Context: an optimization exercise on an open-source flow, tuned for small area and a short achievable clock period. The choices shown serve that exercise and are no tape-out recipe. The RTL was checked by simulation tests, not by an equivalence proof against the original design. Power and IR drop assume default switching activity.

Design riscvsingle, start of the top module:
module riscvsingle(
	clk,
	n_rst,
	PC,
	Instr,
	MemWrite,
	ALUResult,
	WriteData,
	ReadData,
	byte_enable
);
For scale: roughly 5800 cells after synthesis, about 1300 flip-flops, ~170 I/O pins, about 65000 µm² of cells after synthesis.
Settings: LEC_CHECK=0, CAP_MARGIN=20, CORE_MARGIN=2, CORE_UTILIZATION=45, CTS_CLUSTER_DIAMETER=150, CTS_CLUSTER_SIZE=20, PLACE_DENSITY=0.6, SLEW_MARGIN=70; clock period 16.5 ns.
standard.sh (not shown) runs the stock make flow with config.mk's settings and CLKGATE_MAP_FILE= SYNTH_SCRIPT=/design/flow/synth_recipe.tcl, a recipe that flattens the netlist after the stock synthesis.
==> flow/flow/run.sh <==
#!/bin/bash
# The standard layout (the standard.sh, unchanged synthesis and steps),
# with one change: the buffers that ORFS puts on every input and output port
# are buf_2 cells instead of the default choice.
set -euo pipefail
bash standard.sh 'BUFFER_PORTS_ARGS=-buffer_cell sky130_fd_sc_hd__buf_2' finish > orfs_make.log 2>&1
The first run went through all stages and came out clean.
Change:
Settings changed: SLEW_MARGIN 70 to 20.
The changed run finished with timing, DRC and antenna clean.
Total power went down by a few percent.
Synthesized cell count stays the same.
Area after synthesis does not change.
Routed wire length falls slightly.
Hold slack got worse by 0.034 ns.
Via count shrinks slightly.
Critical path depth is unchanged.
Non-clock buffer count is lower by 217.
Sequential power is about the same.
Sequential share of layout area rises by 3.2 points.
Setup slack got worse by 0.68 ns.
Change:
Settings changed: SLEW_MARGIN 20 to 60.
Result: Maximum frequency went up by 4.9%. Sequential power hardly moves. Die area stays the same. Wire length hardly moves. Clock power stays flat. Global-route usage went up by 0.20 points. Worst setup slack gets better by 0.27 ns.
Change:
Settings changed: CORE_UTILIZATION 45 to 50, PLACE_DENSITY 0.6 to 0.65, SLEW_MARGIN 60 to 70.
- synthesized cell count stays the same
- cell area climbs by a few percent
- setup slack is better by 0.36 ns
- flip-flop and latch count stays the same
- routed wire length fell by a few percent
- maximum frequency came out higher by a little under a tenth
- area after synthesis stays the same
- global-route usage goes up by 3.4 points
- clock skew climbs by 0.027 ns
Change:
Settings changed: CAP_MARGIN 20 to 50, CORE_UTILIZATION 50 to 45, PLACE_DENSITY 0.65 to 0.6, SLEW_MARGIN 70 to 50.
Non-clock buffer count goes down by 170.
Cell count goes down by 0.32%.
Clock skew goes down by 0.0091 ns.
Cell area goes down by about 4.7%.
Die area goes up by about 11%.
Change:
Settings changed: CAP_MARGIN 50 to 20, SLEW_MARGIN 50 to 75.
After rerunning: Core utilization went up by 4.9 points; setup slack is better by 0.51 ns; wire length went up slightly; synthesized cell count does not change; sequential cell count is unchanged.

Starting RTL as in the previous note.
==> flow/config.mk <==
export PLATFORM = sky130hd
export DESIGN_NAME = riscvsingle
export DESIGN_NICKNAME = riscvsingle
export VERILOG_FILES = /design/flow/design.v
export SDC_FILE = /design/flow/constraint.sdc
export NUM_CORES = 4
export LEC_CHECK = 0
export CAP_MARGIN = 20
export CORE_MARGIN = 2
export CORE_UTILIZATION = 50
export CTS_CLUSTER_DIAMETER = 150
export CTS_CLUSTER_SIZE = 20
export PLACE_DENSITY = 0.65
export SLEW_MARGIN = 60
==> flow/constraint.sdc <==
create_clock -name core_clock -period 16.5 [get_ports {clk}]
set_input_delay 3.3000 -clock core_clock [delete_from_list [all_inputs] [get_ports {clk}]]
set_output_delay 3.3000 -clock core_clock [all_outputs]
set_load 0.01 [all_outputs]
Scripts as last shown in full above: flow/flow/run.sh
Edit:
- CORE_UTILIZATION: 50 -> 45
- PLACE_DENSITY: 0.65 -> 0.6
- SLEW_MARGIN: 60 -> 50
Outcome: Maximum frequency goes down by 2.7%. Power goes up by 0.38%. Clock skew goes up by 0.0084 ns.

Another version of the RTL of riscvsingle (not shown whole).
For scale: ~5800 cells after synthesis, roughly 1300 flip-flops, roughly 170 I/O pins.
export LEC_CHECK = 0
export CAP_MARGIN = 20
export CORE_MARGIN = 2
export CORE_UTILIZATION = 45
export CTS_CLUSTER_DIAMETER = 150
export CTS_CLUSTER_SIZE = 20
export PLACE_DENSITY = 0.6
export SLEW_MARGIN = 50
create_clock -name core_clock -period 16.5 [get_ports {clk}]
Scripts as last shown in full above: flow/flow/run.sh
The first run produced a clean layout.
Then changed:
- SLEW_MARGIN: 50 -> 20
- die area is unchanged
- first-iteration DRC count drops by 4.5%
- synthesized area stays the same
- final area decreases by 1.5%
- clock power barely changes
- clock-buffer cell count drops by 8
- sequential power hardly moves

Setup of yarrow:
riscvsingle, a different RTL version from the one above (not shown whole).
For scale: about 1,300 flip-flops, about 170 I/O pins, roughly 66,000 um2 of cells after synthesis.
Settings: LEC_CHECK=0, CAP_MARGIN=20, CORE_MARGIN=2, CORE_UTILIZATION=45, CTS_CLUSTER_DIAMETER=150, CTS_CLUSTER_SIZE=20, PLACE_DENSITY=0.6, SLEW_MARGIN=60; clock period 16.5 ns.
Scripts as last shown in full above: flow/flow/run.sh
diff inputs: yarrow => fjord
diff --git a/flow/config.mk b/flow/config.mk
--- a/flow/config.mk
+++ b/flow/config.mk
@@ -13,2 +13,2 @@
 export PLACE_DENSITY = 0.6
-export SLEW_MARGIN = 60
+export SLEW_MARGIN = 50
Results
In fjord the power turned out about 1% lower than in yarrow. Changes observed in fjord relative to yarrow: highest net fanout along the worst path flat, synthesis-to-finish area growth down 1.8 points. | overall fraction of global-route tracks in use | lower: fjord |. Cell area was higher in yarrow than in fjord. Where worst setup slack after placement is concerned, yarrow is better than fjord. Lower first-pass GRT wire length goes to fjord over yarrow.

## separate check: timing with driven ports
In the flow no input, the clock included, has a driving cell. The finished layouts below were timed again as built, in two steps.
Step 1 assumes that a clkbuf_16 drives the clock port and a buf_2 every other input.
Step 2, shift: input delay + t, output delay - t, t = (earliest + latest rising clock arrival at the registers) / 2. This alone moves slack from input paths to output paths.
Three values: ideal ports, drivers, drivers and shift; two values: the first two.
run	t (ns)	slack for setup (ns)	worst register clock-pin slew, ns	worst data-port slew with drivers (ns)	cell pins on the clock port's net
the first run of note 1	0.823	11.492 / 11.521 / 10.728	0.11 / 0.11	0.04	1
the second run of note 1	0.820	10.810 / 10.843 / 10.049	0.11 / 0.11	0.04	1
the third run of note 1	0.812	11.076 / 11.135 / 10.323	0.11 / 0.11	0.04	1
the fourth run of note 1	0.812	11.433 / 11.474 / 10.662	0.10 / 0.10	0.07	1
the fifth run of note 1	0.824	10.965 / 10.965 / 10.398	0.11 / 0.11	0.04	1
the sixth run of note 1	0.814	11.474 / 11.514 / 10.718	0.11 / 0.11	0.04	1
the first run of note 2	0.807	11.203 / 11.248 / 10.441	0.11 / 0.11	0.06	1
the second run of note 2	0.820	11.057 / 11.057 / 10.411	0.11 / 0.11	0.04	1
the first run of note 3	0.823	11.000 / 11.046 / 10.239	0.12 / 0.12	0.09	1
the second run of note 3	0.832	10.912 / 10.939 / 10.142	0.11 / 0.11	0.09	1
yarrow	0.820	10.946 / 10.946 / 10.537	0.12 / 0.12	0.11	1
fjord	0.820	10.764 / 10.764 / 10.488	0.11 / 0.11	0.08	1
After both steps setup and hold are still met in every run listed. The setup slack of the fourth run of note 1, which loses most, moves by +0.041 ns with the drivers and by -0.771 ns with both steps.
